What follows belongs to an exercise in optimizing a design on an open flow for small area, a short achievable clock period and few clock cycles; a production flow would make more cautious choices. Function was checked by simulation only, so behaviour that the tests miss may differ from the original. No driver is modelled on the clock port, so clock power and skew are understated where the tree is cut down; a real chip needs a root buffer or a tree.

## run 1
// lcm_top
module lcm_top
#(
    parameter DW = 8
)(
    input  logic              clk      ,
    input  logic              rst_n    ,
    input  logic              start    ,
    input  logic[DW-1:0]      data_a   ,
    input  logic[DW-1:0]      data_b   ,
    output logic              done     ,
    output logic[DW*2-1:0]    lcm_o    ,
    output logic[DW-1:0]      gcd_o
);
Size in the first run: about 690 cells after synthesis, about 44 I/O pins, about 0.0053 mm2 of cells after synthesis.
export LEC_CHECK = 0
export ABC_AREA = 1
export CAP_MARGIN = 0
export CORE_MARGIN = 2
export CORE_UTILIZATION = 40
export GPL_TIMING_DRIVEN = 0
export SLEW_MARGIN = 0
create_clock -name core_clock -period 820.0 [get_ports {clk}]
standard.sh (not shown) runs the stock make flow with config.mk's settings and CLKGATE_MAP_FILE= SYNTH_SCRIPT=/design/flow/synth_recipe.tcl, a recipe that flattens the netlist after the stock synthesis.
==> flow/flow/run.sh <==
#!/bin/bash
# Own layout flow: the standard ORFS flow (standard.sh), with these
# changes to how the layout is made:
#  - the ABC script that maps the combinational logic to cells is an
#    area-oriented one (flow/abc_area.script) instead of ORFS's, which
#    sizes cells up for speed the design does not need;
#  - after synthesis, flow/faflip.py picks for each full adder whether to
#    use it complemented (a full adder is self-dual), so that fewer
#    inverters sit between adders, and the logic around the adders is
#    mapped again (flow/remap.ys); adders and flip-flops keep their
#    instances, names and cell types. The new netlist is checked against
#    gcd/lcm on all 65536 operand pairs (flow/check_tb.sv) and is used
#    only if it passes;
#  - the port buffers are the smallest buffer, sky130_fd_sc_hd__buf_1;
set -euo pipefail
W=$PWD
LIB=$FLOW_HOME/platforms/sky130hd/lib/sky130_fd_sc_hd__tt_025C_1v80.lib
RES=$W/orfs/results/sky130hd/lcm_top/base
rm -rf "$W/scripts_own"
mkdir -p "$W/scripts_own"
cp -r "$FLOW_HOME/scripts/." "$W/scripts_own/"
cp "$W/flow/abc_area.script" "$W/scripts_own/abc_area.script"
sed -i "s|^log_cmd clock_tree_synthesis .*|source $W/flow/cts_single.tcl|" "$W/scripts_own/cts.tcl"
grep -q "cts_single.tcl" "$W/scripts_own/cts.tcl"
export SCRIPTS_DIR="$W/scripts_own"
export BUFFER_PORTS_ARGS="-buffer_cell sky130_fd_sc_hd__buf_1"

bash "$W/standard.sh" synth > "$W/log_synth.log" 2>&1

# full adder polarity and a second mapping of the logic around the adders
cp "$RES/1_2_yosys.v" "$W/netlist_standard_synth.v"
DU=$(sed -n '/DONT_USE_CELLS/,/^$/p' "$FLOW_HOME/platforms/sky130hd/config.mk" | grep -o 'sky130_fd_sc_hd__[a-z0-9_]*' | sed 's/^/-dont_use /' | tr '\n' ' ')
if python3 "$W/flow/faflip.py" "$W/netlist_standard_synth.v" "$W/netlist_flip.v" > "$W/log_faflip.log" 2>&1; then
  sed -e "s|@LIB@|$LIB|g; s|@IN@|$W/netlist_flip.v|; s|@OUT@|$W/netlist_remap.v|; s|@TOP@|$FLOW_TOP|; s|@SCRIPT@|$W/flow/abc_area.script|; s|@DONTUSE@|$DU|" \
    "$W/flow/remap.ys" > "$W/remap_run.ys"
  if yosys -s "$W/remap_run.ys" > "$W/log_remap.log" 2>&1; then
    # exhaustive check of the new netlist (cells read as their liberty functions)
    mkdir -p "$W/check"
    yosys -p "read_liberty -ignore_miss_func $LIB; read_verilog $W/netlist_remap.v; hierarchy -top $FLOW_TOP; flatten; opt_clean; write_verilog -noattr $W/check/net.v" > "$W/log_check_yosys.log" 2>&1 \
    && (cd "$W/check" && verilator --binary --timing -Wno-fatal -Wno-lint -Wno-style --top-module exh_top -o sim "$W/flow/check_tb.sv" net.v > "$W/log_check_build.log" 2>&1) \
    && "$W/check/obj_dir/sim" > "$W/log_check_sim.log" 2>&1 || true
    if grep -q "EXHTOP errors=0" "$W/log_check_sim.log" 2>/dev/null; then
      cp "$W/netlist_remap.v" "$RES/1_2_yosys.v"
      rm -f "$RES/1_synth.odb" "$RES/1_synth.sdc"
      echo "using the remapped netlist" > "$W/log_choice.log"
    else
      echo "remapped netlist failed its check; using the standard one" > "$W/log_choice.log"
    fi
  fi
fi

bash "$W/standard.sh" finish > "$W/log_layout.log" 2>&1
==> flow/flow/cts_single.tcl <==
# Clock tree for this small design: one clkbuf_16 at the centre of the
# flip-flops drives all their clock pins; the clock port drives only it.
# Sourced by cts.tcl in place of clock_tree_synthesis.
set block [ord::get_db_block]
set sx 0
set sy 0
set n 0
foreach i [$block getInsts] {
  if { ![[$i getMaster] isSequential] } { continue }
  set b [$i getBBox]
  set sx [expr { $sx + ([$b xMin] + [$b xMax]) / 2 }]
  set sy [expr { $sy + ([$b yMin] + [$b yMax]) / 2 }]
  incr n
}
set dbu [$block getDbUnitsPerMicron]
set cx [expr { double($sx) / $n / $dbu }]
set cy [expr { double($sy) / $n / $dbu }]
puts "single clock buffer for $n flip-flops at ($cx, $cy)"
log_cmd insert_buffer -buffer_cell sky130_fd_sc_hd__clkbuf_16 -net clk \
  -location [list $cx $cy] -buffer_name clkbuf_0_clk -net_name clknet_0_clk
set_propagated_clock [all_clocks]
Other scripts of this flow, unchanged in this note and not shown: flow/flow/abc_area.script, flow/flow/check_tb.sv, flow/flow/faflip.py, flow/flow/remap.ys
Run 1 | stages: all done | timing, DRC, antenna: all pass
Testbench counts of run 1, summed over its fixed seeds: cycles 6,408.
The following lists how run 2 was set up differently from run 1:
diff --git a/flow/flow/cts_single.tcl b/flow/flow/cts_single.tcl
--- a/flow/flow/cts_single.tcl
+++ b/flow/flow/cts_single.tcl
@@ -20,0 +21,3 @@
+foreach name {clk clknet_0_clk} {
+  [$block findNet $name] setSigType CLOCK
+}
Findings:
For run 2, the flow was terminated by a tool error in 4_1_cts and produced no final design. Between run 1 and run 2, the difference in floorplan row count is negligible. From run 2 to run 1, die outline width did not move at all. Number of buffers inserted by port buffering delta (run 1 -> run 2): insignificant. Post-synthesis instance area essentially unchanged between run 2 and run 1. Taking run 1 as the reference, in run 2 number of instances in the synthesized netlist did not really move; I/O pin total essentially unchanged; worst slack at placement about even.
Setup changes, run 2 to run 3
diff --git a/flow/flow/run.sh b/flow/flow/run.sh
--- a/flow/flow/run.sh
+++ b/flow/flow/run.sh
@@ -10 +10,2 @@
-#    mapped again (flow/remap.ys); adders and flip-flops keep their
+#    mapped again (flow/remap.ys, with ABC's &deepsyn restructuring ahead
+#    of the area mapping, flow/abc_remap.script); adders and flip-flops keep their
@@ -34 +35 @@
-  sed -e "s|@LIB@|$LIB|g; s|@IN@|$W/netlist_flip.v|; s|@OUT@|$W/netlist_remap.v|; s|@TOP@|$FLOW_TOP|; s|@SCRIPT@|$W/flow/abc_area.script|; s|@DONTUSE@|$DU|" \
+  sed -e "s|@LIB@|$LIB|g; s|@IN@|$W/netlist_flip.v|; s|@OUT@|$W/netlist_remap.v|; s|@TOP@|$FLOW_TOP|; s|@SCRIPT@|$W/flow/abc_remap.script|; s|@DONTUSE@|$DU|" \
==> flow/flow/abc_remap.script (new file) <==
strash
&get -n
&deepsyn -J 100 -T 300
&put
dch -f
amap
topo
diff --git a/flow/flow/cts_single.tcl b/flow/flow/cts_single.tcl
--- a/flow/flow/cts_single.tcl
+++ b/flow/flow/cts_single.tcl
@@ -21,3 +20,0 @@
-foreach name {clk clknet_0_clk} {
-  [$block findNet $name] setSigType CLOCK
-}
Notes after the runs:
Run 3 ran to completion and came out clean on the timing, design-rule and antenna checks. [run 3 vs run 2] gate count after technology mapping: lower in run 3. [compare] base=run 2 new=run 3: count of placed standard cells including taps dropped 18; horizontal die dimension now smaller; total nets after synthesis now sits lower. On post-detailed-placement cell area, the lower figure sits with run 3, not run 2. In run 3 the final RePlAce weighted congestion turned out 0.069 lower than in run 2. Run 3 reports a lower final HPWL from detailed placement than run 2 does. Diff run 2 -> run 3: effective utilization at floorplan lower; number of cell rows roughly the same; synthesized area lower.
## Diff of input files: run 4 against run 3
diff --git a/flow/flow/run.sh b/flow/flow/run.sh
--- a/flow/flow/run.sh
+++ b/flow/flow/run.sh
@@ -10,2 +10 @@
-#    mapped again (flow/remap.ys, with ABC's &deepsyn restructuring ahead
-#    of the area mapping, flow/abc_remap.script); adders and flip-flops keep their
+#    mapped again (flow/remap.ys); adders and flip-flops keep their
@@ -24,2 +22,0 @@
-sed -i "s|^log_cmd clock_tree_synthesis .*|source $W/flow/cts_single.tcl|" "$W/scripts_own/cts.tcl"
-grep -q "cts_single.tcl" "$W/scripts_own/cts.tcl"
@@ -27,0 +25 @@
+export CTS_ARGS="-sink_clustering_enable -sink_clustering_size 30 -sink_clustering_max_diameter 400 -repair_clock_nets -buf_list sky130_fd_sc_hd__clkbuf_8 -dont_use_dummy_load"
@@ -35 +33 @@
-  sed -e "s|@LIB@|$LIB|g; s|@IN@|$W/netlist_flip.v|; s|@OUT@|$W/netlist_remap.v|; s|@TOP@|$FLOW_TOP|; s|@SCRIPT@|$W/flow/abc_remap.script|; s|@DONTUSE@|$DU|" \
+  sed -e "s|@LIB@|$LIB|g; s|@IN@|$W/netlist_flip.v|; s|@OUT@|$W/netlist_remap.v|; s|@TOP@|$FLOW_TOP|; s|@SCRIPT@|$W/flow/abc_area.script|; s|@DONTUSE@|$DU|" \
removed: flow/flow/abc_remap.script
removed: flow/flow/cts_single.tcl
Results
- Run 4: full flow OK, the timing, design-rule and antenna checks passed
- The higher sum of routed wire length over all layers of run 3 and run 4 is in run 4.
- Compared with run 3, in run 4 final worst slack -91 ps; maximum frequency was more or less identical; final area shows an increase of about 3.5%; initial core utilization +0.41 points; via-per-instance ratio +0.81%.
- From run 3 to run 4 the numbers moved as follows: via count of the first global-routing pass rose about 3%; die boundary height rose about 1.3%.
The clock cells of run 1 and run 3 come from the design's own scripts or RTL, not from TritonCTS.

re-timing with driven ports:
No port has a modelled driver above. Below, the same layouts with a new extraction and two added sets of constraints.
Step 1, drivers: a clkbuf_16 drives clk and a buf_2 each remaining input, both assumed.
Step 2 also shifts input and output timing later by t, the mid clock arrival at the registers, as if the neighbouring blocks saw the same clock.
Slacks: no drivers / after step 1 / after step 2; pairs: no drivers / after step 1.
run	t, ns	slack for setup (ns)	worst setup path at the end	slew at the worst register clock pin (ns)	cell pins on the clock port's net
run 1	0.189	655.080 / 655.052 / 655.241	register to output	0.10 / 0.10	1
run 3	0.193	655.082 / 655.051 / 655.225	input to register	0.10 / 0.10	1
run 4	0.285	654.991 / 654.971 / 655.256	register to output	0.09 / 0.09	1
After both steps every run listed still meets setup and hold.
